Source: an optimization exercise on an open RTL-to-GDS flow (aim: small area and a short achievable clock period). Production flows keep margins and buffers that such runs may drop.
The RTL was checked by simulation tests, not by an equivalence proof against the original design.
The flow treats the clock pin as an ideal source, which a real chip does not have.
No activity file was given, so power comes from the tool's default toggle rates.

File: flow/run.sh
#!/bin/bash
# The standard layout with two changes:
#  - the port buffers are buf_1 cells instead of the delay buffers that
#    buffer_ports picks by itself;
#  - after clock tree synthesis, flow/skew.tcl gives the result registers
#    (alu_out, the endpoint of every register-to-register path) a later
#    clock through a chain of four extra buffers, and timing repair then runs once
#    after global routing with that skew in place.
set -euo pipefail
here=$(pwd)
export BUFFER_PORTS_ARGS="-buffer_cell sky130_fd_sc_hd__buf_1"
export SKIP_CTS_REPAIR_TIMING=1
export POST_CTS_TCL="$here/flow/skew.tcl"
bash standard.sh > standard_flow.log 2>&1
File: flow/skew.tcl
# Useful skew for the register-to-register paths: the result registers
# (alu_out) get their clock through extra buffers, later than the input
# registers, since every internal path ends at them.
# buffers from the clock tree's leaf net down to the registers; the last
# one drives the registers
set skew_cells {sky130_fd_sc_hd__clkbuf_2 sky130_fd_sc_hd__clkbuf_2 sky130_fd_sc_hd__clkbuf_2 sky130_fd_sc_hd__clkbuf_8}
if { [info exists ::env(SKEW_CELLS)] } { set skew_cells $::env(SKEW_CELLS) }
set stages [llength $skew_cells]
set block [ord::get_db_block]
array set groups {}
foreach inst [$block getInsts] {
  if { [string match {alu_out*} [$inst getName]] } {
    set it [$inst findITerm CLK]
    if { $it == "NULL" } { continue }
    set net [$it getNet]
    if { $net == "NULL" } { puts "skew: [$inst getName] has no CLK net"; continue }
    lappend groups([$net getName]) $inst
  }
}
set k 0
foreach netname [array names groups] {
  set insts $groups($netname)
  set sx 0; set sy 0; set pins {}
  foreach inst $insts {
    set bb [$inst getBBox]
    set sx [expr {$sx + ([$bb xMin] + [$bb xMax]) / 2}]
    set sy [expr {$sy + ([$bb yMin] + [$bb yMax]) / 2}]
  }
  foreach pin [get_pins -of_objects [get_nets $netname]] {
    set nm [get_full_name $pin]
    if { [string match {alu_out*} $nm] && [string match {*/CLK} $nm] } { lappend pins $pin }
  }
  set n [llength $insts]
  set cx [expr {$sx / $n / 1000.0}]
  set cy [expr {$sy / $n / 1000.0}]
  set cur $netname
  for { set s 0 } { $s < $stages } { incr s } {
    insert_buffer -buffer_cell [lindex $skew_cells $s] -net [get_nets $cur] -load_pins $pins \
      -location [list $cx $cy] -buffer_name skewbuf_${k}_$s -net_name skewclk_${k}_$s
    set cur [get_full_name [get_nets -of_objects [lindex $pins 0]]]
    [$block findNet $cur] setSigType CLOCK
  }
  incr k
}
puts "skew: $k groups, $stages stages"
detailed_placement
check_placement -verbose
File: standard.sh
#!/bin/bash
# synth_recipe.tcl (not shown) runs the flow's synth.tcl, then flattens the netlist and writes it again
# the make line also repeats each setting of config.mk as NAME=value (left out here)
make -C /OpenROAD-flow-scripts/flow DESIGN_CONFIG=/design/flow/config.mk WORK_HOME=/design/flow/orfs CLKGATE_MAP_FILE= SYNTH_SCRIPT=/design/flow/synth_recipe.tcl "${@:-finish}"
File: config.mk
export PLATFORM = sky130hd
export DESIGN_NAME = rv6_alu_top
export DESIGN_NICKNAME = rv6_alu_top
export VERILOG_FILES = /design/flow/design.v
export SDC_FILE = /design/flow/constraint.sdc
export NUM_CORES = 4
export LEC_CHECK = 0
export ABC_AREA = 1
export CAP_MARGIN = 40
export CORE_MARGIN = 2
export CORE_UTILIZATION = 30
export CTS_CLUSTER_DIAMETER = 100
export CTS_CLUSTER_SIZE = 30
export SETUP_SLACK_MARGIN = 2.9
export SLEW_MARGIN = 40
File: constraint.sdc
create_clock -name core_clock -period 5.5 [get_ports {clk}]
set_input_delay 1.1000 -clock core_clock [delete_from_list [all_inputs] [get_ports {clk}]]
set_output_delay 1.1000 -clock core_clock [all_outputs]
set_load 0.01 [all_outputs]
File: design.v
module rv6_alu_top (
    input             clk,
    input      [63:0] a,
    input      [63:0] b,
    input      [ 6:0] opcode,
    input      [ 2:0] op,
    input             mod,
    output reg [63:0] alu_out
);
    reg [63:0] a_q;
    reg [63:0] b_q;
    reg [ 6:0] opcode_q;
    reg [ 2:0] op_q;
    reg        mod_q;
    wire [63:0] alu_res;
    always @(posedge clk) begin
        a_q      <= a;
        b_q      <= b;
        opcode_q <= opcode;
        op_q     <= op;
        mod_q    <= mod;
        alu_out  <= alu_res;
    end
    alu u_alu (
        .a       (a_q      ),
        .b       (b_q      ),
        .alu_out (alu_res  ),
        .opcode  (opcode_q ),
        .op      (op_q     ),
        .mod     (mod_q    )
    );
endmodule

module alu (
    input      [63:0] a,
    input      [63:0] b,
    output     [63:0] alu_out,
    input      [ 6:0] opcode,
    input      [ 2:0] op,
    input             mod
);
    wire alu_op = ~opcode[6] & opcode[4] & ~opcode[2] & opcode[1] & opcode[0];
    wire lui    = ~opcode[6] & opcode[5] & opcode[4] & ~opcode[3] & opcode[2] & opcode[1] & opcode[0];
    wire w      = opcode[3];
    wire wa     = alu_op & w;
    wire s_add  = alu_op ? (op == 3'd0) : ~lui;
    wire s_shl  = alu_op & (op == 3'd1);
    wire s_slt  = alu_op & (op[2:1] == 2'b01);
    wire s_shr  = alu_op & (op == 3'd5);
    wire s_p    = alu_op & op[2] & ~op[0];           
    wire s_g    = alu_op & op[2] & op[1];            
    wire s_lui  = ~alu_op & lui;
    wire sub = alu_op & ~op[2] & (op[1] | (~op[0] & mod & opcode[5]));
    wire [63:0] p  = a ^ b;
    wire [63:0] g  = a & b;
    wire [63:0] gs = a & ~b;
    wire [64:0] ca, cs;
    alu_carry u_cadd (.p(p),  .g(g),  .cin(1'b0), .c(ca));
    alu_carry u_csub (.p(~p), .g(gs), .cin(1'b1), .c(cs));
    wire [64:0] c  = sub ? cs : ca;
    wire [63:0] pa = p ^ {64{sub}};
    wire ltu = w ? ~cs[32] : ~cs[64];
    wire lt  = ltu ^ (~op[0] & (w ? p[31] : p[63]));
    wire [5:0] sh = {b[5] & ~w, b[4:0]};
    wire shl = ~op[2];
    wire [63:0] a_rev;
    genvar gi;
    generate
        for (gi = 0; gi < 64; gi = gi + 1) begin : g_rev
            assign a_rev[gi] = a[63 - gi];
        end
    endgenerate
    wire [31:0] hi_src = w ? {32{mod & a[31]}} : a[63:32];
    wire [63:0] src  = shl ? a_rev : {hi_src, a[31:0]};
    wire        fill = ~shl & mod & src[63];
    wire [63:0] t0 = sh[0] ? {fill,      src[63:1]}  : src;
    wire [63:0] t1 = sh[1] ? {{ 2{fill}}, t0[63:2]}  : t0;
    wire [63:0] t2 = sh[2] ? {{ 4{fill}}, t1[63:4]}  : t1;
    wire [63:0] t3 = sh[3] ? {{ 8{fill}}, t2[63:8]}  : t2;
    wire [63:0] t4 = sh[4] ? {{16{fill}}, t3[63:16]} : t3;
    wire e0 = s_shr & ~sh[5];
    wire e1 = s_shr &  sh[5];
    wire e2 = s_shl & ~sh[5];
    wire e3 = s_shl &  sh[5];
    wire [63:0] sh_res;
    generate
        for (gi = 0; gi < 32; gi = gi + 1) begin : g_sl
            assign sh_res[gi] = e0 & t4[gi] | e1 & t4[gi + 32] | e2 & t4[63 - gi];
        end
        for (gi = 32; gi < 64; gi = gi + 1) begin : g_sh
            assign sh_res[gi] = e0 & t4[gi] | e1 & fill | e2 & t4[63 - gi] | e3 & t4[95 - gi];
        end
    endgenerate
    wire [63:0] o = sh_res
                  | ({64{s_p}} & p)
                  | ({64{s_g}} & g)
                  | ({64{s_lui}} & b)
                  | {63'b0, s_slt & lt};
    wire [63:0] r1 = o | ({64{s_add}} & ~pa);    
    wire [63:0] r0 = o | ({64{s_add}} &  pa);    
    wire [63:0] r  = c[63:0] & r1 | ~c[63:0] & r0;
    wire [31:0] hi = wa ? (c[31] ? {32{r1[31]}} : {32{r0[31]}}) : r[63:32];
    assign alu_out = {hi, r[31:0]};
endmodule
module alu_carry (input [63:0] p, g, input cin, output [64:0] c);
    wire g0_0 = g[0] | (p[0] & cin);
    wire g1_1 = g[1] | (p[1] & g0_0);
    wire p1_1 = p[1] & p[0];
    wire g1_3 = g[3] | (p[3] & g[2]);
    wire p1_3 = p[3] & p[2];
    wire g1_5 = g[5] | (p[5] & g[4]);
    wire p1_5 = p[5] & p[4];
    wire g1_7 = g[7] | (p[7] & g[6]);
    wire p1_7 = p[7] & p[6];
    wire g1_9 = g[9] | (p[9] & g[8]);
    wire p1_9 = p[9] & p[8];
    wire g1_11 = g[11] | (p[11] & g[10]);
    wire p1_11 = p[11] & p[10];
    wire g1_13 = g[13] | (p[13] & g[12]);
    wire p1_13 = p[13] & p[12];
    wire g1_15 = g[15] | (p[15] & g[14]);
    wire p1_15 = p[15] & p[14];
    wire g1_17 = g[17] | (p[17] & g[16]);
    wire p1_17 = p[17] & p[16];
    wire g1_19 = g[19] | (p[19] & g[18]);
    wire p1_19 = p[19] & p[18];
    wire g1_21 = g[21] | (p[21] & g[20]);
    wire p1_21 = p[21] & p[20];
    wire g1_23 = g[23] | (p[23] & g[22]);
    wire p1_23 = p[23] & p[22];
    wire g1_25 = g[25] | (p[25] & g[24]);
    wire p1_25 = p[25] & p[24];
    wire g1_27 = g[27] | (p[27] & g[26]);
    wire p1_27 = p[27] & p[26];
    wire g1_29 = g[29] | (p[29] & g[28]);
    wire p1_29 = p[29] & p[28];
    wire g1_31 = g[31] | (p[31] & g[30]);
    wire p1_31 = p[31] & p[30];
    wire g1_33 = g[33] | (p[33] & g[32]);
    wire p1_33 = p[33] & p[32];
    wire g1_35 = g[35] | (p[35] & g[34]);
    wire p1_35 = p[35] & p[34];
    wire g1_37 = g[37] | (p[37] & g[36]);
    wire p1_37 = p[37] & p[36];
    wire g1_39 = g[39] | (p[39] & g[38]);
    wire p1_39 = p[39] & p[38];
    wire g1_41 = g[41] | (p[41] & g[40]);
    wire p1_41 = p[41] & p[40];
    wire g1_43 = g[43] | (p[43] & g[42]);
    wire p1_43 = p[43] & p[42];
    wire g1_45 = g[45] | (p[45] & g[44]);
    wire p1_45 = p[45] & p[44];
    wire g1_47 = g[47] | (p[47] & g[46]);
    wire p1_47 = p[47] & p[46];
    wire g1_49 = g[49] | (p[49] & g[48]);
    wire p1_49 = p[49] & p[48];
    wire g1_51 = g[51] | (p[51] & g[50]);
    wire p1_51 = p[51] & p[50];
    wire g1_53 = g[53] | (p[53] & g[52]);
    wire p1_53 = p[53] & p[52];
    wire g1_55 = g[55] | (p[55] & g[54]);
    wire p1_55 = p[55] & p[54];
    wire g1_57 = g[57] | (p[57] & g[56]);
    wire p1_57 = p[57] & p[56];
    wire g1_59 = g[59] | (p[59] & g[58]);
    wire p1_59 = p[59] & p[58];
    wire g1_61 = g[61] | (p[61] & g[60]);
    wire p1_61 = p[61] & p[60];
    wire g1_63 = g[63] | (p[63] & g[62]);
    wire p1_63 = p[63] & p[62];
    wire g2_2 = g[2] | (p[2] & g1_1);
    wire p2_2 = p[2] & p1_1;
    wire g2_3 = g1_3 | (p1_3 & g1_1);
    wire p2_3 = p1_3 & p1_1;
    wire g2_6 = g[6] | (p[6] & g1_5);
    wire p2_6 = p[6] & p1_5;
    wire g2_7 = g1_7 | (p1_7 & g1_5);
    wire p2_7 = p1_7 & p1_5;
    wire g2_10 = g[10] | (p[10] & g1_9);
    wire p2_10 = p[10] & p1_9;
    wire g2_11 = g1_11 | (p1_11 & g1_9);
    wire p2_11 = p1_11 & p1_9;
    wire g2_14 = g[14] | (p[14] & g1_13);
    wire p2_14 = p[14] & p1_13;
    wire g2_15 = g1_15 | (p1_15 & g1_13);
    wire p2_15 = p1_15 & p1_13;
    wire g2_18 = g[18] | (p[18] & g1_17);
    wire p2_18 = p[18] & p1_17;
    wire g2_19 = g1_19 | (p1_19 & g1_17);
    wire p2_19 = p1_19 & p1_17;
    wire g2_22 = g[22] | (p[22] & g1_21);
    wire p2_22 = p[22] & p1_21;
    wire g2_23 = g1_23 | (p1_23 & g1_21);
    wire p2_23 = p1_23 & p1_21;
    wire g2_26 = g[26] | (p[26] & g1_25);
    wire p2_26 = p[26] & p1_25;
    wire g2_27 = g1_27 | (p1_27 & g1_25);
    wire p2_27 = p1_27 & p1_25;
    wire g2_30 = g[30] | (p[30] & g1_29);
    wire p2_30 = p[30] & p1_29;
    wire g2_31 = g1_31 | (p1_31 & g1_29);
    wire p2_31 = p1_31 & p1_29;
    wire g2_34 = g[34] | (p[34] & g1_33);
    wire p2_34 = p[34] & p1_33;
    wire g2_35 = g1_35 | (p1_35 & g1_33);
    wire p2_35 = p1_35 & p1_33;
    wire g2_38 = g[38] | (p[38] & g1_37);
    wire p2_38 = p[38] & p1_37;
    wire g2_39 = g1_39 | (p1_39 & g1_37);
    wire p2_39 = p1_39 & p1_37;
    wire g2_42 = g[42] | (p[42] & g1_41);
    wire p2_42 = p[42] & p1_41;
    wire g2_43 = g1_43 | (p1_43 & g1_41);
    wire p2_43 = p1_43 & p1_41;
    wire g2_46 = g[46] | (p[46] & g1_45);
    wire p2_46 = p[46] & p1_45;
    wire g2_47 = g1_47 | (p1_47 & g1_45);
    wire p2_47 = p1_47 & p1_45;
    wire g2_50 = g[50] | (p[50] & g1_49);
    wire p2_50 = p[50] & p1_49;
    wire g2_51 = g1_51 | (p1_51 & g1_49);
    wire p2_51 = p1_51 & p1_49;
    wire g2_54 = g[54] | (p[54] & g1_53);
    wire p2_54 = p[54] & p1_53;
    wire g2_55 = g1_55 | (p1_55 & g1_53);
    wire p2_55 = p1_55 & p1_53;
    wire g2_58 = g[58] | (p[58] & g1_57);
    wire p2_58 = p[58] & p1_57;
    wire g2_59 = g1_59 | (p1_59 & g1_57);
    wire p2_59 = p1_59 & p1_57;
    wire g2_62 = g[62] | (p[62] & g1_61);
    wire p2_62 = p[62] & p1_61;
    wire g2_63 = g1_63 | (p1_63 & g1_61);
    wire p2_63 = p1_63 & p1_61;
    wire g3_4 = g[4] | (p[4] & g2_3);
    wire p3_4 = p[4] & p2_3;
    wire g3_5 = g1_5 | (p1_5 & g2_3);
    wire p3_5 = p1_5 & p2_3;
    wire g3_6 = g2_6 | (p2_6 & g2_3);
    wire p3_6 = p2_6 & p2_3;
    wire g3_7 = g2_7 | (p2_7 & g2_3);
    wire p3_7 = p2_7 & p2_3;
    wire g3_12 = g[12] | (p[12] & g2_11);
    wire p3_12 = p[12] & p2_11;
    wire g3_13 = g1_13 | (p1_13 & g2_11);
    wire p3_13 = p1_13 & p2_11;
    wire g3_14 = g2_14 | (p2_14 & g2_11);
    wire p3_14 = p2_14 & p2_11;
    wire g3_15 = g2_15 | (p2_15 & g2_11);
    wire p3_15 = p2_15 & p2_11;
    wire g3_20 = g[20] | (p[20] & g2_19);
    wire p3_20 = p[20] & p2_19;
    wire g3_21 = g1_21 | (p1_21 & g2_19);
    wire p3_21 = p1_21 & p2_19;
    wire g3_22 = g2_22 | (p2_22 & g2_19);
    wire p3_22 = p2_22 & p2_19;
    wire g3_23 = g2_23 | (p2_23 & g2_19);
    wire p3_23 = p2_23 & p2_19;
    wire g3_28 = g[28] | (p[28] & g2_27);
    wire p3_28 = p[28] & p2_27;
    wire g3_29 = g1_29 | (p1_29 & g2_27);
    wire p3_29 = p1_29 & p2_27;
    wire g3_30 = g2_30 | (p2_30 & g2_27);
    wire p3_30 = p2_30 & p2_27;
    wire g3_31 = g2_31 | (p2_31 & g2_27);
    wire p3_31 = p2_31 & p2_27;
    wire g3_36 = g[36] | (p[36] & g2_35);
    wire p3_36 = p[36] & p2_35;
    wire g3_37 = g1_37 | (p1_37 & g2_35);
    wire p3_37 = p1_37 & p2_35;
    wire g3_38 = g2_38 | (p2_38 & g2_35);
    wire p3_38 = p2_38 & p2_35;
    wire g3_39 = g2_39 | (p2_39 & g2_35);
    wire p3_39 = p2_39 & p2_35;
    wire g3_44 = g[44] | (p[44] & g2_43);
    wire p3_44 = p[44] & p2_43;
    wire g3_45 = g1_45 | (p1_45 & g2_43);
    wire p3_45 = p1_45 & p2_43;
    wire g3_46 = g2_46 | (p2_46 & g2_43);
    wire p3_46 = p2_46 & p2_43;
    wire g3_47 = g2_47 | (p2_47 & g2_43);
    wire p3_47 = p2_47 & p2_43;
    wire g3_52 = g[52] | (p[52] & g2_51);
    wire p3_52 = p[52] & p2_51;
    wire g3_53 = g1_53 | (p1_53 & g2_51);
    wire p3_53 = p1_53 & p2_51;
    wire g3_54 = g2_54 | (p2_54 & g2_51);
    wire p3_54 = p2_54 & p2_51;
    wire g3_55 = g2_55 | (p2_55 & g2_51);
    wire p3_55 = p2_55 & p2_51;
    wire g3_60 = g[60] | (p[60] & g2_59);
    wire p3_60 = p[60] & p2_59;
    wire g3_61 = g1_61 | (p1_61 & g2_59);
    wire p3_61 = p1_61 & p2_59;
    wire g3_62 = g2_62 | (p2_62 & g2_59);
    wire p3_62 = p2_62 & p2_59;
    wire g3_63 = g2_63 | (p2_63 & g2_59);
    wire p3_63 = p2_63 & p2_59;
    wire g4_8 = g[8] | (p[8] & g3_7);
    wire p4_8 = p[8] & p3_7;
    wire g4_9 = g1_9 | (p1_9 & g3_7);
    wire p4_9 = p1_9 & p3_7;
    wire g4_10 = g2_10 | (p2_10 & g3_7);
    wire p4_10 = p2_10 & p3_7;
    wire g4_11 = g2_11 | (p2_11 & g3_7);
    wire p4_11 = p2_11 & p3_7;
    wire g4_12 = g3_12 | (p3_12 & g3_7);
    wire p4_12 = p3_12 & p3_7;
    wire g4_13 = g3_13 | (p3_13 & g3_7);
    wire p4_13 = p3_13 & p3_7;
    wire g4_14 = g3_14 | (p3_14 & g3_7);
    wire p4_14 = p3_14 & p3_7;
    wire g4_15 = g3_15 | (p3_15 & g3_7);
    wire p4_15 = p3_15 & p3_7;
    wire g4_24 = g[24] | (p[24] & g3_23);
    wire p4_24 = p[24] & p3_23;
    wire g4_25 = g1_25 | (p1_25 & g3_23);
    wire p4_25 = p1_25 & p3_23;
    wire g4_26 = g2_26 | (p2_26 & g3_23);
    wire p4_26 = p2_26 & p3_23;
    wire g4_27 = g2_27 | (p2_27 & g3_23);
    wire p4_27 = p2_27 & p3_23;
    wire g4_28 = g3_28 | (p3_28 & g3_23);
    wire p4_28 = p3_28 & p3_23;
    wire g4_29 = g3_29 | (p3_29 & g3_23);
    wire p4_29 = p3_29 & p3_23;
    wire g4_30 = g3_30 | (p3_30 & g3_23);
    wire p4_30 = p3_30 & p3_23;
    wire g4_31 = g3_31 | (p3_31 & g3_23);
    wire p4_31 = p3_31 & p3_23;
    wire g4_40 = g[40] | (p[40] & g3_39);
    wire p4_40 = p[40] & p3_39;
    wire g4_41 = g1_41 | (p1_41 & g3_39);
    wire p4_41 = p1_41 & p3_39;
    wire g4_42 = g2_42 | (p2_42 & g3_39);
    wire p4_42 = p2_42 & p3_39;
    wire g4_43 = g2_43 | (p2_43 & g3_39);
    wire p4_43 = p2_43 & p3_39;
    wire g4_44 = g3_44 | (p3_44 & g3_39);
    wire p4_44 = p3_44 & p3_39;
    wire g4_45 = g3_45 | (p3_45 & g3_39);
    wire p4_45 = p3_45 & p3_39;
    wire g4_46 = g3_46 | (p3_46 & g3_39);
    wire p4_46 = p3_46 & p3_39;
    wire g4_47 = g3_47 | (p3_47 & g3_39);
    wire p4_47 = p3_47 & p3_39;
    wire g4_56 = g[56] | (p[56] & g3_55);
    wire p4_56 = p[56] & p3_55;
    wire g4_57 = g1_57 | (p1_57 & g3_55);
    wire p4_57 = p1_57 & p3_55;
    wire g4_58 = g2_58 | (p2_58 & g3_55);
    wire p4_58 = p2_58 & p3_55;
    wire g4_59 = g2_59 | (p2_59 & g3_55);
    wire p4_59 = p2_59 & p3_55;
    wire g4_60 = g3_60 | (p3_60 & g3_55);
    wire p4_60 = p3_60 & p3_55;
    wire g4_61 = g3_61 | (p3_61 & g3_55);
    wire p4_61 = p3_61 & p3_55;
    wire g4_62 = g3_62 | (p3_62 & g3_55);
    wire p4_62 = p3_62 & p3_55;
    wire g4_63 = g3_63 | (p3_63 & g3_55);
    wire p4_63 = p3_63 & p3_55;
    wire g5_16 = g[16] | (p[16] & g4_15);
    wire p5_16 = p[16] & p4_15;
    wire g5_17 = g1_17 | (p1_17 & g4_15);
    wire p5_17 = p1_17 & p4_15;
    wire g5_18 = g2_18 | (p2_18 & g4_15);
    wire p5_18 = p2_18 & p4_15;
    wire g5_19 = g2_19 | (p2_19 & g4_15);
    wire p5_19 = p2_19 & p4_15;
    wire g5_20 = g3_20 | (p3_20 & g4_15);
    wire p5_20 = p3_20 & p4_15;
    wire g5_21 = g3_21 | (p3_21 & g4_15);
    wire p5_21 = p3_21 & p4_15;
    wire g5_22 = g3_22 | (p3_22 & g4_15);
    wire p5_22 = p3_22 & p4_15;
    wire g5_23 = g3_23 | (p3_23 & g4_15);
    wire p5_23 = p3_23 & p4_15;
    wire g5_24 = g4_24 | (p4_24 & g4_15);
    wire p5_24 = p4_24 & p4_15;
    wire g5_25 = g4_25 | (p4_25 & g4_15);
    wire p5_25 = p4_25 & p4_15;
    wire g5_26 = g4_26 | (p4_26 & g4_15);
    wire p5_26 = p4_26 & p4_15;
    wire g5_27 = g4_27 | (p4_27 & g4_15);
    wire p5_27 = p4_27 & p4_15;
    wire g5_28 = g4_28 | (p4_28 & g4_15);
    wire p5_28 = p4_28 & p4_15;
    wire g5_29 = g4_29 | (p4_29 & g4_15);
    wire p5_29 = p4_29 & p4_15;
    wire g5_30 = g4_30 | (p4_30 & g4_15);
    wire p5_30 = p4_30 & p4_15;
    wire g5_31 = g4_31 | (p4_31 & g4_15);
    wire p5_31 = p4_31 & p4_15;
    wire g5_48 = g[48] | (p[48] & g4_47);
    wire p5_48 = p[48] & p4_47;
    wire g5_49 = g1_49 | (p1_49 & g4_47);
    wire p5_49 = p1_49 & p4_47;
    wire g5_50 = g2_50 | (p2_50 & g4_47);
    wire p5_50 = p2_50 & p4_47;
    wire g5_51 = g2_51 | (p2_51 & g4_47);
    wire p5_51 = p2_51 & p4_47;
    wire g5_52 = g3_52 | (p3_52 & g4_47);
    wire p5_52 = p3_52 & p4_47;
    wire g5_53 = g3_53 | (p3_53 & g4_47);
    wire p5_53 = p3_53 & p4_47;
    wire g5_54 = g3_54 | (p3_54 & g4_47);
    wire p5_54 = p3_54 & p4_47;
    wire g5_55 = g3_55 | (p3_55 & g4_47);
    wire p5_55 = p3_55 & p4_47;
    wire g5_56 = g4_56 | (p4_56 & g4_47);
    wire p5_56 = p4_56 & p4_47;
    wire g5_57 = g4_57 | (p4_57 & g4_47);
    wire p5_57 = p4_57 & p4_47;
    wire g5_58 = g4_58 | (p4_58 & g4_47);
    wire p5_58 = p4_58 & p4_47;
    wire g5_59 = g4_59 | (p4_59 & g4_47);
    wire p5_59 = p4_59 & p4_47;
    wire g5_60 = g4_60 | (p4_60 & g4_47);
    wire p5_60 = p4_60 & p4_47;
    wire g5_61 = g4_61 | (p4_61 & g4_47);
    wire p5_61 = p4_61 & p4_47;
    wire g5_62 = g4_62 | (p4_62 & g4_47);
    wire p5_62 = p4_62 & p4_47;
    wire g5_63 = g4_63 | (p4_63 & g4_47);
    wire p5_63 = p4_63 & p4_47;
    wire g6_32 = g[32] | (p[32] & g5_31);
    wire p6_32 = p[32] & p5_31;
    wire g6_33 = g1_33 | (p1_33 & g5_31);
    wire p6_33 = p1_33 & p5_31;
    wire g6_34 = g2_34 | (p2_34 & g5_31);
    wire p6_34 = p2_34 & p5_31;
    wire g6_35 = g2_35 | (p2_35 & g5_31);
    wire p6_35 = p2_35 & p5_31;
    wire g6_36 = g3_36 | (p3_36 & g5_31);
    wire p6_36 = p3_36 & p5_31;
    wire g6_37 = g3_37 | (p3_37 & g5_31);
    wire p6_37 = p3_37 & p5_31;
    wire g6_38 = g3_38 | (p3_38 & g5_31);
    wire p6_38 = p3_38 & p5_31;
    wire g6_39 = g3_39 | (p3_39 & g5_31);
    wire p6_39 = p3_39 & p5_31;
    wire g6_40 = g4_40 | (p4_40 & g5_31);
    wire p6_40 = p4_40 & p5_31;
    wire g6_41 = g4_41 | (p4_41 & g5_31);
    wire p6_41 = p4_41 & p5_31;
    wire g6_42 = g4_42 | (p4_42 & g5_31);
    wire p6_42 = p4_42 & p5_31;
    wire g6_43 = g4_43 | (p4_43 & g5_31);
    wire p6_43 = p4_43 & p5_31;
    wire g6_44 = g4_44 | (p4_44 & g5_31);
    wire p6_44 = p4_44 & p5_31;
    wire g6_45 = g4_45 | (p4_45 & g5_31);
    wire p6_45 = p4_45 & p5_31;
    wire g6_46 = g4_46 | (p4_46 & g5_31);
    wire p6_46 = p4_46 & p5_31;
    wire g6_47 = g4_47 | (p4_47 & g5_31);
    wire p6_47 = p4_47 & p5_31;
    wire g6_48 = g5_48 | (p5_48 & g5_31);
    wire p6_48 = p5_48 & p5_31;
    wire g6_49 = g5_49 | (p5_49 & g5_31);
    wire p6_49 = p5_49 & p5_31;
    wire g6_50 = g5_50 | (p5_50 & g5_31);
    wire p6_50 = p5_50 & p5_31;
    wire g6_51 = g5_51 | (p5_51 & g5_31);
    wire p6_51 = p5_51 & p5_31;
    wire g6_52 = g5_52 | (p5_52 & g5_31);
    wire p6_52 = p5_52 & p5_31;
    wire g6_53 = g5_53 | (p5_53 & g5_31);
    wire p6_53 = p5_53 & p5_31;
    wire g6_54 = g5_54 | (p5_54 & g5_31);
    wire p6_54 = p5_54 & p5_31;
    wire g6_55 = g5_55 | (p5_55 & g5_31);
    wire p6_55 = p5_55 & p5_31;
    wire g6_56 = g5_56 | (p5_56 & g5_31);
    wire p6_56 = p5_56 & p5_31;
    wire g6_57 = g5_57 | (p5_57 & g5_31);
    wire p6_57 = p5_57 & p5_31;
    wire g6_58 = g5_58 | (p5_58 & g5_31);
    wire p6_58 = p5_58 & p5_31;
    wire g6_59 = g5_59 | (p5_59 & g5_31);
    wire p6_59 = p5_59 & p5_31;
    wire g6_60 = g5_60 | (p5_60 & g5_31);
    wire p6_60 = p5_60 & p5_31;
    wire g6_61 = g5_61 | (p5_61 & g5_31);
    wire p6_61 = p5_61 & p5_31;
    wire g6_62 = g5_62 | (p5_62 & g5_31);
    wire p6_62 = p5_62 & p5_31;
    wire g6_63 = g5_63 | (p5_63 & g5_31);
    wire p6_63 = p5_63 & p5_31;
    assign c[0] = cin;
    assign c[1] = g0_0;
    assign c[2] = g1_1;
    assign c[3] = g2_2;
    assign c[4] = g2_3;
    assign c[5] = g3_4;
    assign c[6] = g3_5;
    assign c[7] = g3_6;
    assign c[8] = g3_7;
    assign c[9] = g4_8;
    assign c[10] = g4_9;
    assign c[11] = g4_10;
    assign c[12] = g4_11;
    assign c[13] = g4_12;
    assign c[14] = g4_13;
    assign c[15] = g4_14;
    assign c[16] = g4_15;
    assign c[17] = g5_16;
    assign c[18] = g5_17;
    assign c[19] = g5_18;
    assign c[20] = g5_19;
    assign c[21] = g5_20;
    assign c[22] = g5_21;
    assign c[23] = g5_22;
    assign c[24] = g5_23;
    assign c[25] = g5_24;
    assign c[26] = g5_25;
    assign c[27] = g5_26;
    assign c[28] = g5_27;
    assign c[29] = g5_28;
    assign c[30] = g5_29;
    assign c[31] = g5_30;
    assign c[32] = g5_31;
    assign c[33] = g6_32;
    assign c[34] = g6_33;
    assign c[35] = g6_34;
    assign c[36] = g6_35;
    assign c[37] = g6_36;
    assign c[38] = g6_37;
    assign c[39] = g6_38;
    assign c[40] = g6_39;
    assign c[41] = g6_40;
    assign c[42] = g6_41;
    assign c[43] = g6_42;
    assign c[44] = g6_43;
    assign c[45] = g6_44;
    assign c[46] = g6_45;
    assign c[47] = g6_46;
    assign c[48] = g6_47;
    assign c[49] = g6_48;
    assign c[50] = g6_49;
    assign c[51] = g6_50;
    assign c[52] = g6_51;
    assign c[53] = g6_52;
    assign c[54] = g6_53;
    assign c[55] = g6_54;
    assign c[56] = g6_55;
    assign c[57] = g6_56;
    assign c[58] = g6_57;
    assign c[59] = g6_58;
    assign c[60] = g6_59;
    assign c[61] = g6_60;
    assign c[62] = g6_61;
    assign c[63] = g6_62;
    assign c[64] = g6_63;
endmodule
==> run_results.csv, run 1 <==
group,metric,value,unit
run_status,status,"no timing/DRC/antenna violations",
yosys,syn_nets,3499,
setup_path,cp.required,6380,ps
setup_path,crit_chain,"inv_1, ha_4, inv_1, o21bai_1, a21oi_1, nand2_1, nand2_1, nand2_4, nand2_4, nand2_4, nand2_1, or3_1, nand2_1, nand2_1, nand3_1, nand2_1",
layout,fin_area,22300,um2
setup_path,crit_cells,16,
power_and_ir_drop,p_clk_share,33.5,%
die,coreArea,64300,um2
yosys,yosys.cell_types.count,56,
yosys,ys_seq_area_share,20.8,%
routing,dr.pass1.iters,6,
yosys,yosysTopAreaCell,"nand3_1",
yosys,syn_avg_cell_area,6.03,um2
yosys,synth-main-ff-cell,"dfxtp_1",
die,initial_utilization,30.3,%
layout,fin_cells,4215,
die,row_count,93,
power_and_ir_drop,powerDensity,237,nW/um2
timing,slew_headroom,17.4,%
routing,top_layer_used,"met4",
yosys,synthAdderAreaFrac,8.22,%
setup_path,r2r.worst_path.cells,16,
power_and_ir_drop,p_leak,10.7,nW
setup_path,crit_family,"simple AND/OR/NAND/NOR gates",
clocking,clkSinkCount,203,
flow_run,maxCapViolCount,0,
routing,met2WireLength,40900,um
setup_path,critical_path_class,"register to register",
routing,drcViolationCount,0,
yosys,synth_area_leaders,"nand3_1, dfxtp_1, nand2_1",
die,dieArea,67000,um2
clocking,clk_latency,980,ps
timing,fmax,0.383,GHz
placement,dp.cells,4131,
grt,grt_max_degree,87,
grt,grt_pass1_wl,137000,um
routing,drt_iter0_markers,3070,
layout,drive_gt1_share,9.11,%
placement,dpl_cell_area,20700,um2
timing,finalHoldViolations,0,
routing,ant_nets,0,
min_path,worstHoldStart,"b_q[15]",
yosys,synthCells,3231,
timing,fin_hold_ws,199,ps
yosys,synth.most_common_cell,"nand3_1",
setup_path,path_max_fanout,16,
setup_path,endpoint_kind,"register",
yosys,synthSimpleGateAreaFrac,45.7,%
power_and_ir_drop,p_int,0.00314,W
routing,wl_met1,39200,um
clocking,tritoncts,"built",
routing,via_per_inst,5.69,
power_and_ir_drop,sw_frac_of_total,40.6,%
setup_path,r2r-start,"b_q[5]",
layout,n_antenna_cell,0,
yosys,synth_top_family_by_area,"simple AND/OR/NAND/NOR gates",
yosys,netlist.area_leader.share,23.5,%
timing,min_period,2610,ps
timing,tightest_slew,1240,ps
power_and_ir_drop,switchingPower,0.00215,W
routing,vias,23980,
die,die_h,259,um
yosys,synth_area,19500,um2
yosys,synth_mux_area_share,0.0513,%
timing,finalMaxSlewViolations,0,
routing,met3_length,9060,um
min_path,min_path_type,"register to register",
yosys,synth-seq-cells,203,
setup_path,crit_top_cell,"nand2_1",
layout,fin_nets,3619,
die,io_pins,204,
grt,first_global_vias,21947,
yosys,synth-async-reset-ratio,0,%
layout,final_util,34.6,%
setup_path,critPathBufInv,2,
timing,fin_crit_sh,47.5,%
setup_path,crit_arrival,3490,ps
setup_path,cpPeakStageDelay,370,ps
setup_path,worstSetupStartpointType,"register",
setup_path,cp_slowest_cell,"ha_4",
min_path,min_delay_path_depth,2,
yosys,ys_top_cells_by_count,"nand3_1, nand2_1, inv_1",
yosys,synth_xor_area_share,2.29,%
placement,dp_hpwl,70600,um
timing,fin_setup_tns,0,ps
placement,gp_congestion,1.05,
yosys,synth_compound_area_share,12.6,%
die,die_w,259,um
yosys,synth_edf_count,0,
power_and_ir_drop,power.share.sequential,33.3,%
grt,grt_usage,26.9,%
placement,port_buffers,203,
power_and_ir_drop,p_comb_share,33.3,%
grt,antenna_found_initial,0,
timing,finalSetupViolCount,0,
layout,area_delta_synth_final,14.2,%
timing,rsz0062_at_grt,"true",
timing,skew,477,ps
setup_path,r2r_slack,2890,ps
routing,wire_per_inst,22.8,um
yosys,yosysWarnings,1,
clocking,clk_pin_slew,120,ps
routing,drt_wl_total,96000,um
setup_path,r2r-end,"alu_out[0]",
grt,overflow,0,
min_path,holdPathEnd,"alu_out[15]",
power_and_ir_drop,ir_drop,0.320,mV
[final cells by class, clock buffers not listed]
cell class              count  area (um2)
fillers                  7193       42100
multi-input cells        2561       13700
flip-flops and latches    203        4130
repair buffers            244        1370
inverters                 282        1070
well taps                 855        1070
clock inverters            11         200
[flip-flops by register name, indices dropped and copies added, names as in the netlist]
signal,count
b_q,64
a_q,64
op_q,3
opcode_q,7
alu_out,64
mod_q,1
[tightest hold or removal path: cells and delay by family, from the launching register on]
kind	cells	cell delay, ps
and+or+nand+nor	1	120
AOI/OAI and AO/OA	1	100
DFF	1	390
[layout by cell type, fill, tap and decap left out, types with 7 or more instances in the layout]
cell / instances
o21ai_2: 12
clkbuf_2: 56
nand3_2: 7
xor2_1: 49
a211oi_1: 27
o211ai_1: 11
nor2_1: 159
buf_1: 163
buf_2: 7
nand2_2: 11
buf_6: 15
o21ai_1: 23
a21oi_1: 144
ha_1: 124
nor3_1: 19
dfxtp_2: 34
o22ai_1: 44
nand3b_1: 26
o21ai_0: 70
or2_2: 28
nand4_1: 21
dfxtp_1: 164
buf_4: 23
clkbuf_8: 12
nand2_1: 749
o21bai_1: 14
a22oi_1: 13
o221ai_1: 7
clkbuf_16: 18
inv_1: 262
a21o_1: 7
nand3_1: 911
inv_2: 12
a31oi_1: 14
[how the worst max path moves through the flow]
stage / from / end / slack (ps)
after floorplan: b_q[1] / alu_out[41] / 2900
after global placement: b_q[0] / alu_out[36] / 1940
after detailed placement: b_q[0] / alu_out[36] / 1910
after global routing: alu_out[0] / alu_out[0] / 2860
final: b_q[5] / alu_out[0] / 2890
[routing by layer]
layer | global-route usage (%) | vias up
li1 | - | 11226
met1 | 35.1 | 11093
met2 | 41.4 | 1376
met3 | 4.25 | 285
met4 | 16.9 | 0
met5 | 0 | -
[power by group through the flow]
stage	combinational (W)	sequential [W]	clock, W
final	0.00176	0.00176	0.00177
after global routing	0.00191	0.00177	0.00189
after detailed placement	0.00160	0.00178	0
after global placement	0.00160	0.00178	0
after floorplan	0.00109	0.00176	0
[kinds of logic after synthesis]
family                     count (synthesis)
AOI/OAI and AO/OA                        412
muxes                                      1
DFF                                      203
buffers and inverters                    470
xor gates and xnor gates                  51
adders and majority gates                128
and+or+nand+nor                         1966
[through the flow]
step / setup WS, ps / total power (W)
finish: 2890 / 0.00528
global route: 2860 / 0.00557
global placement: 1940 / 0.00339
floorplan: 2900 / 0.00285
detailed placement: 1910 / 0.00338
==> run 2: changes to the inputs <==
--- a/flow/run.sh
+++ b/flow/run.sh
@@ -4,7 +4,7 @@
 #    buffer_ports picks by itself;
 #  - after clock tree synthesis, flow/skew.tcl gives the result registers
 #    (alu_out, the endpoint of every register-to-register path) a later
-#    clock through a chain of four extra buffers, and timing repair then runs once
+#    clock through a chain of three extra buffers, and timing repair then runs once
 #    after global routing with that skew in place.
 set -euo pipefail
 here=$(pwd)
--- a/flow/skew.tcl
+++ b/flow/skew.tcl
@@ -3,7 +3,7 @@
 # registers, since every internal path ends at them.
 # buffers from the clock tree's leaf net down to the registers; the last
 # one drives the registers
-set skew_cells {sky130_fd_sc_hd__clkbuf_2 sky130_fd_sc_hd__clkbuf_2 sky130_fd_sc_hd__clkbuf_2 sky130_fd_sc_hd__clkbuf_8}
+set skew_cells {sky130_fd_sc_hd__clkbuf_2 sky130_fd_sc_hd__clkbuf_2 sky130_fd_sc_hd__clkbuf_8}
 if { [info exists ::env(SKEW_CELLS)] } { set skew_cells $::env(SKEW_CELLS) }
 set stages [llength $skew_cells]
 set block [ord::get_db_block]
--- a/config.mk
+++ b/config.mk
@@ -8,8 +8,8 @@
 export ABC_AREA = 1
 export CAP_MARGIN = 40
 export CORE_MARGIN = 2
-export CORE_UTILIZATION = 30
+export CORE_UTILIZATION = 40
 export CTS_CLUSTER_DIAMETER = 100
 export CTS_CLUSTER_SIZE = 30
-export SETUP_SLACK_MARGIN = 2.9
+export SETUP_SLACK_MARGIN = 3
 export SLEW_MARGIN = 40
==> run 2 against run 1 <==
  * Highest routed layer is now met5
  * Sequential cell count is the same
  * Critical path type unchanged
  * Die area decreased by 25%
  * Clock skew down 47 ps
  * Synthesized area unchanged
  * Via count grew 3.6%
==> run_results.csv, run 2 <==
group,metric,value,unit
yosys,ys_seq_area_share,20.8,%
run_status,status,"no timing/DRC/antenna violations",
setup_path,cpPeakStageDelay,400,ps
layout,final_cell_mix,"nand3_1, nand2_1, inv_1",
placement,place_ws,1720,ps
yosys,yosysTopAreaCell,"nand3_1",
clocking,tritoncts,"built",
timing,min_period,2550,ps
grt,grt_usage,37.7,%
grt,overflow,0,
timing,fin_setup_tns,0,ps
timing,skew,430,ps
grt,grt_max_degree,97,
routing,drt_wl_total,104000,um
timing,finalSetupViolCount,0,
timing,fin_hold_ws,239,ps
grt,gr-max-usage-layer,"met2",
grt,use_met1,51.7,%
timing,finalHoldViolations,0,
setup_path,crit_arrival,3350,ps
clocking,clk_pin_slew,90,ps
placement,dp_hpwl,74600,um
setup_path,r2r_slack,2950,ps
layout,fill_cells,5092,
power_and_ir_drop,powerDensity,222,nW/um2
timing,final.setup.worst_slack,2950,ps
power_and_ir_drop,ir_drop,0.271,mV
grt,met2_usage,56.0,%
layout,final_common_cell,"nand3_1",
setup_path,critical_path_class,"register to register",
yosys,synthSimpleGateAreaFrac,45.7,%
layout,multi_input_area,14600,um2
layout,fin_cells,3986,
die,initial_utilization,40.7,%
layout,seq_area,4150,um2
yosys,synth_area_leaders,"nand3_1, dfxtp_1, nand2_1",
timing,fmax,0.392,GHz
setup_path,path_max_fanout,24,
yosys,synth_compound_area_share,12.6,%
yosys,syn_avg_cell_area,6.03,um2
flow_run,maxCapViolCount,0,
setup_path,crit_chain,"buf_12, inv_6, clkbuf_16, o21ai_2, nand2_1, nand3_1, nand3_1, nand3_1, nand3_1, nand3_2, nand2_1, nor2_1, nand3_1, nand2_1, nand2_1",
yosys,syn_nets,3499,
yosys,synth_area,19500,um2
yosys,synth_xor_area_share,2.29,%
yosys,synthCells,3231,
power_and_ir_drop,finalPower,0.00508,W
placement,port_buffers,203,
routing,wire_per_inst,26.1,um
yosys,netlist.area_leader.share,23.5,%
yosys,synth.most_common_cell,"nand3_1",
setup_path,critPathBufInv,3,
placement,dp.cells,3899,
die,dieArea,50500,um2
grt,use_met3,6.70,%
routing,via_per_inst,6.23,
yosys,synth-seq-cells,203,
yosys,synth_edf_count,0,
yosys,synth_mux_area_share,0.0513,%
yosys,ys_top_cells_by_count,"nand3_1, nand2_1, inv_1",
setup_path,crit_top_cell,"nand3_1",
routing,drt_iter0_markers,3471,
grt,first_global_vias,22313,
timing,fin_crit_sh,46.3,%
placement,gp_congestion,1.03,
setup_path,cp.required,6300,ps
timing,finalMaxSlewViolations,0,
setup_path,endpoint_kind,"register",
layout,largestRegisters,"a_q (64), alu_out (64), b_q (64)",
routing,ant_nets,0,
routing,dr.pass1.iters,9,
clocking,clkSinkCount,203,
setup_path,cp_slowest_cell,"dfxtp_4",
layout,n_antenna_cell,0,
setup_path,worstSetupStartpointType,"register",
die,row_count,80,
timing,slew_headroom,15.1,%
routing,vias,24852,
grt,grt_pass1_wl,143000,um
yosys,synth_top_family_by_area,"simple AND/OR/NAND/NOR gates",
die,io_pins,204,
routing,drcViolationCount,0,
die,die_w,225,um
yosys,synth-main-ff-cell,"dfxtp_1",
die,coreArea,47900,um2
grt,antenna_found_initial,4,
timing,tightest_slew,1270,ps
yosys,yosys.cell_types.count,56,
die,die_h,225,um
yosys,synthAdderAreaFrac,8.22,%
layout,fin_nets,3633,
timing,rsz0062_at_grt,"true",
min_path,min_path_type,"register to register",
clocking,clk_latency,930,ps
yosys,synth-async-reset-ratio,0,%
yosys,yosysWarnings,1,
setup_path,crit_family,"simple AND/OR/NAND/NOR gates",
layout,area_delta_synth_final,17.4,%
power_and_ir_drop,p_leak,10.9,nW
layout,drive_gt1_share,14.7,%
## run 2: cell counts after synthesis
Identical to the previous run, type by type.
## run 2: cell type report, clock buffers not listed
| type | count | share of cell area [%] |
|---|---|---|
| timing repair buffer | 276 | 7.37 |
| tap | 615 | 3.36 |
| inverter | 282 | 4.76 |
| clock inverter | 7 | 0.394 |
| sequential | 203 | 18.1 |
| multi-input combinational | 2563 | 63.7 |
## run 2: per-stage QoR
stage | utilization, % | cell area [um2]
3_3_place_gp | 42.7 | 20500
6_report | 47.7 | 22900
2_1_floorplan | - | 19600
3_5_place_dp | 42.7 | 20500
5_1_grt | 47.7 | 22900
## run 2: where the power goes
group / switching, W / internal [W] / total (W)
sequential: 0.000128 / 0.00163 / 0.00175
clock: 0.000733 / 0.000665 / 0.00140
combinational: 0.00131 / 0.000623 / 0.00193
## run 2: final timing paths
kind	start	to	depth (start not counted)
worst min-delay path	b_q[9]	alu_out[9]	2
worst max register to register	op_q[2]	alu_out[34]	15
worst min register to register	b_q[9]	alu_out[9]	2
worst max-delay path	op_q[2]	alu_out[34]	15
## run 2: cells by family after synthesis
family	after synthesis
buf+inv	470
xor+xnor	51
flops	203
fa+ha+maj	128
mux	1
compound gates	412
simple gates	1966
## run 2: layer usage
layer / vias up / wire length (um)
met5: - / 61
met4: 8 / 6620
met3: 319 / 11200
met2: 1631 / 43000
met1: 11666 / 43100
li1: 11228 / -
## run 2: worst min-delay path, stage by stage, from the launching register on
cell and delay [ps]:
dfxtp_1 360, a22oi_1 90, nand4_1 100
==> run 3: changes to the inputs <==
--- a/config.mk
+++ b/config.mk
@@ -8,8 +8,9 @@
 export ABC_AREA = 1
 export CAP_MARGIN = 40
 export CORE_MARGIN = 2
-export CORE_UTILIZATION = 40
-export CTS_CLUSTER_DIAMETER = 100
-export CTS_CLUSTER_SIZE = 30
+export CORE_UTILIZATION = 50
+export CTS_CLUSTER_DIAMETER = 80
+export CTS_CLUSTER_SIZE = 20
+export PLACE_DENSITY = 0.75
 export SETUP_SLACK_MARGIN = 3
 export SLEW_MARGIN = 40
==> run 3 against run 2 <==
  * Utilization increased by 10 points
  * Largest power group unchanged
  * Clock skew decreased by 77 ps
  * Power increased by 2.0%
  * Maximum frequency increased by 1.2%
  * Cell count decreased by 2.4%
==> run_results.csv, run 3 <==
group,metric,value,unit
run_status,status,"no timing/DRC/antenna violations",
timing,finalMaxSlewViolations,0,
yosys,synth-main-ff-cell,"dfxtp_1",
clocking,clkSinkCount,203,
routing,drt_wl_total,91100,um
setup_path,cp_slowest_cell,"dfxtp_2",
placement,dpl_cell_area,20300,um2
timing,fin_setup_tns,0,ps
die,io_pins,204,
power_and_ir_drop,p_leak,10.7,nW
min_path,min_path_type,"register to register",
yosys,synth_edf_count,0,
routing,vias,24726,
timing,rsz0062_at_grt,"true",
die,row_count,72,
die,die_h,201,um
layout,final_cell_mix,"nand3_1, nand2_1, inv_1",
yosys,yosys.cell_types.count,56,
layout,fin_cells,3889,
setup_path,crit_family,"simple AND/OR/NAND/NOR gates",
yosys,synth_area,19500,um2
clocking,clk_latency,860,ps
timing,tightest_slew,1380,ps
layout,drive_gt1_share,10.6,%
setup_path,worstSetupStartpointType,"register",
routing,ant_nets,0,
yosys,ys_seq_area_share,20.8,%
setup_path,crit_chain,"buf_8, ha_1, a21oi_1, nand2_1, nand2_1, nand2_4, nand2_1, nand2_4, nand3_1, nand2_1, nand2_1, nand3b_1, nand3_2, nand4_4, buf_12, nand2_8, nand2_1",
timing,fmax,0.397,GHz
timing,skew,353,ps
yosys,synth-seq-cells,203,
yosys,yosysWarnings,1,
layout,area_delta_synth_final,14.9,%
grt,grt_max_degree,72,
yosys,netlist.area_leader.share,23.5,%
setup_path,endpoint_kind,"register",
die,dieArea,40600,um2
placement,dp.cells,3795,
yosys,synth_area_leaders,"nand3_1, dfxtp_1, nand2_1",
routing,wire_per_inst,23.4,um
layout,fin_nets,3631,
grt,overflow,0,
grt,gr-max-usage-layer,"met2",
layout,multi_input_area,14200,um2
placement,port_buffers,203,
power_and_ir_drop,power.share.sequential,33.7,%
setup_path,crit_top_cell,"nand2_1",
placement,dp_hpwl,64700,um
grt,antenna_found_initial,1,
setup_path,cp.required,6240,ps
grt,first_global_vias,21902,
yosys,synth-async-reset-ratio,0,%
yosys,yosysTopAreaCell,"nand3_1",
power_and_ir_drop,p_int,0.00310,W
die,coreArea,38600,um2
power_and_ir_drop,ir_drop,0.299,mV
yosys,syn_avg_cell_area,6.03,um2
layout,fill_cells,3878,
power_and_ir_drop,powerDensity,232,nW/um2
power_and_ir_drop,p_comb_share,34.9,%
power_and_ir_drop,sw_frac_of_total,40.3,%
yosys,synthCells,3231,
placement,gp_congestion,1.11,
grt,use_met1,54.3,%
routing,via_per_inst,6.36,
setup_path,critPathBufInv,2,
grt,grt_pass1_wl,130000,um
yosys,syn_nets,3499,
layout,final_util,58.1,%
die,die_w,201,um
layout,largestRegisters,"a_q (64), alu_out (64), b_q (64)",
min_path,worstHoldStart,"b_q[15]",
power_and_ir_drop,switchingPower,0.00209,W
clocking,tritoncts,"built",
timing,fin_crit_sh,45.8,%
min_path,holdPathEnd,"alu_out[15]",
timing,fin_hold_ws,221,ps
setup_path,r2r-end,"alu_out[61]",
setup_path,cpPeakStageDelay,360,ps
grt,grt_usage,41.4,%
die,initial_utilization,50.6,%
setup_path,critical_path_class,"register to register",
setup_path,path_max_fanout,59,
setup_path,r2r-start,"b_q[3]",
flow_run,maxCapViolCount,0,
routing,drcViolationCount,0,
timing,min_period,2520,ps
routing,drt_iter0_markers,3504,
timing,finalSetupViolCount,0,
layout,seq_area,4130,um2
layout,fin_area,22400,um2
timing,finalHoldViolations,0,
layout,final_common_cell,"nand3_1",
min_path,min_delay_path_depth,2,
grt,met2_usage,59.8,%
setup_path,r2r_slack,2980,ps
routing,dr.pass1.iters,8,
yosys,synth.most_common_cell,"nand3_1",
grt,use_met3,9.51,%
timing,slew_headroom,7.52,%
yosys,ys_top_cells_by_count,"nand3_1, nand2_1, inv_1",
power_and_ir_drop,p_clk_share,31.5,%
setup_path,crit_arrival,3260,ps
clocking,clk_pin_slew,70,ps
setup_path,r2r.worst_path.cells,17,
[run 3: worst max path at each step]
stage	startpoint	end	depth (start not counted)
2_1_floorplan	b_q[3]	alu_out[41]	22
3_3_place_gp	a_q[17]	alu_out[33]	13
3_5_place_dp	b_q[2]	alu_out[43]	17
5_1_grt	b_q[20]	alu_out[0]	14
6_report	b_q[3]	alu_out[61]	17
[run 3: stage by stage]
| step | setup slack (ps) | power [W] |
|---|---|---|
| floorplan | 3000 | 0.00285 |
| global placement | 2100 | 0.00334 |
| detailed placement | 2060 | 0.00334 |
| global route | 2930 | 0.00543 |
| finish | 2980 | 0.00519 |
[run 3: cell type report, clock buffers not listed]
type                            count  share of cell area (%)
Antenna cell                        2                  0.0223
Tap cell                          518                    2.89
Inverter                          282                    4.96
Clock inverter                      5                   0.397
Multi-Input combinational cell   2565                    63.5
Timing Repair Buffer              261                    6.62
Sequential cell                   203                    18.4
[run 3: kinds of logic after synthesis]
family          count (synthesis)  share of synthesized area [%]
simple gates                 1966                           45.7
buf+inv                       470                           10.2
compound gates                412                           12.6
flops                         203                           20.8
fa+ha+maj                     128                           8.22
xor+xnor                       51                           2.29
mux                             1                         0.0513
[run 3: power by group through the flow]
stage          Sequential (W)  Combinational, W  Clock [W]
2_1_floorplan         0.00176           0.00109          0
6_report              0.00175           0.00181    0.00163
5_1_grt               0.00175           0.00195    0.00173
3_5_place_dp          0.00176           0.00158          0
3_3_place_gp          0.00176           0.00158          0
[run 3: routing by layer]
metal | share of wire, % | routed length, um
met5 | 0.11 | 97
met4 | 8.7 | 7910
met3 | 14 | 12900
met2 | 40 | 36300
met1 | 37 | 34000
[run 3: worst min-delay path, stage by stage, from the launching register on]
cell and delay, ps:
dfxtp_1 350, a22oi_1 90, nand4_1 90

[static timing again, ports no longer ideal]
The results above use ideal ports. As a check the final layouts listed here were re-extracted and re-timed, cells and wires unchanged.
Step 1, drivers: a clkbuf_16 drives clk and a buf_2 each remaining input, both assumed.
Step 2, shift: input delay + t, output delay - t, t = (earliest + latest rising clock arrival at the registers) / 2. This alone moves slack from input paths to output paths.
Three values: no drivers, after step 1, after step 2; two values: the first two.
| run | t (ns) | slack for setup (ns) | hold WS [ns] | latest minus earliest clock arrival (ns) | worst slew at a driven data input, ns |
|---|---|---|---|---|---|
| run 1 | 0.803 | 2.889 / 2.842 / 2.889 | 0.199 / 0.199 / 0.199 | 0.477 / 0.477 | 0.06 |
| run 2 | 0.778 | 2.952 / 2.938 / 2.952 | 0.239 / 0.239 / 0.239 | 0.430 / 0.430 | 0.08 |
| run 3 | 0.741 | 2.982 / 2.951 / 2.982 | 0.221 / 0.221 / 0.221 | 0.353 / 0.352 | 0.06 |
Clock arrivals are far apart in every run listed, so t is only a midpoint there and step 2 fits no single register.
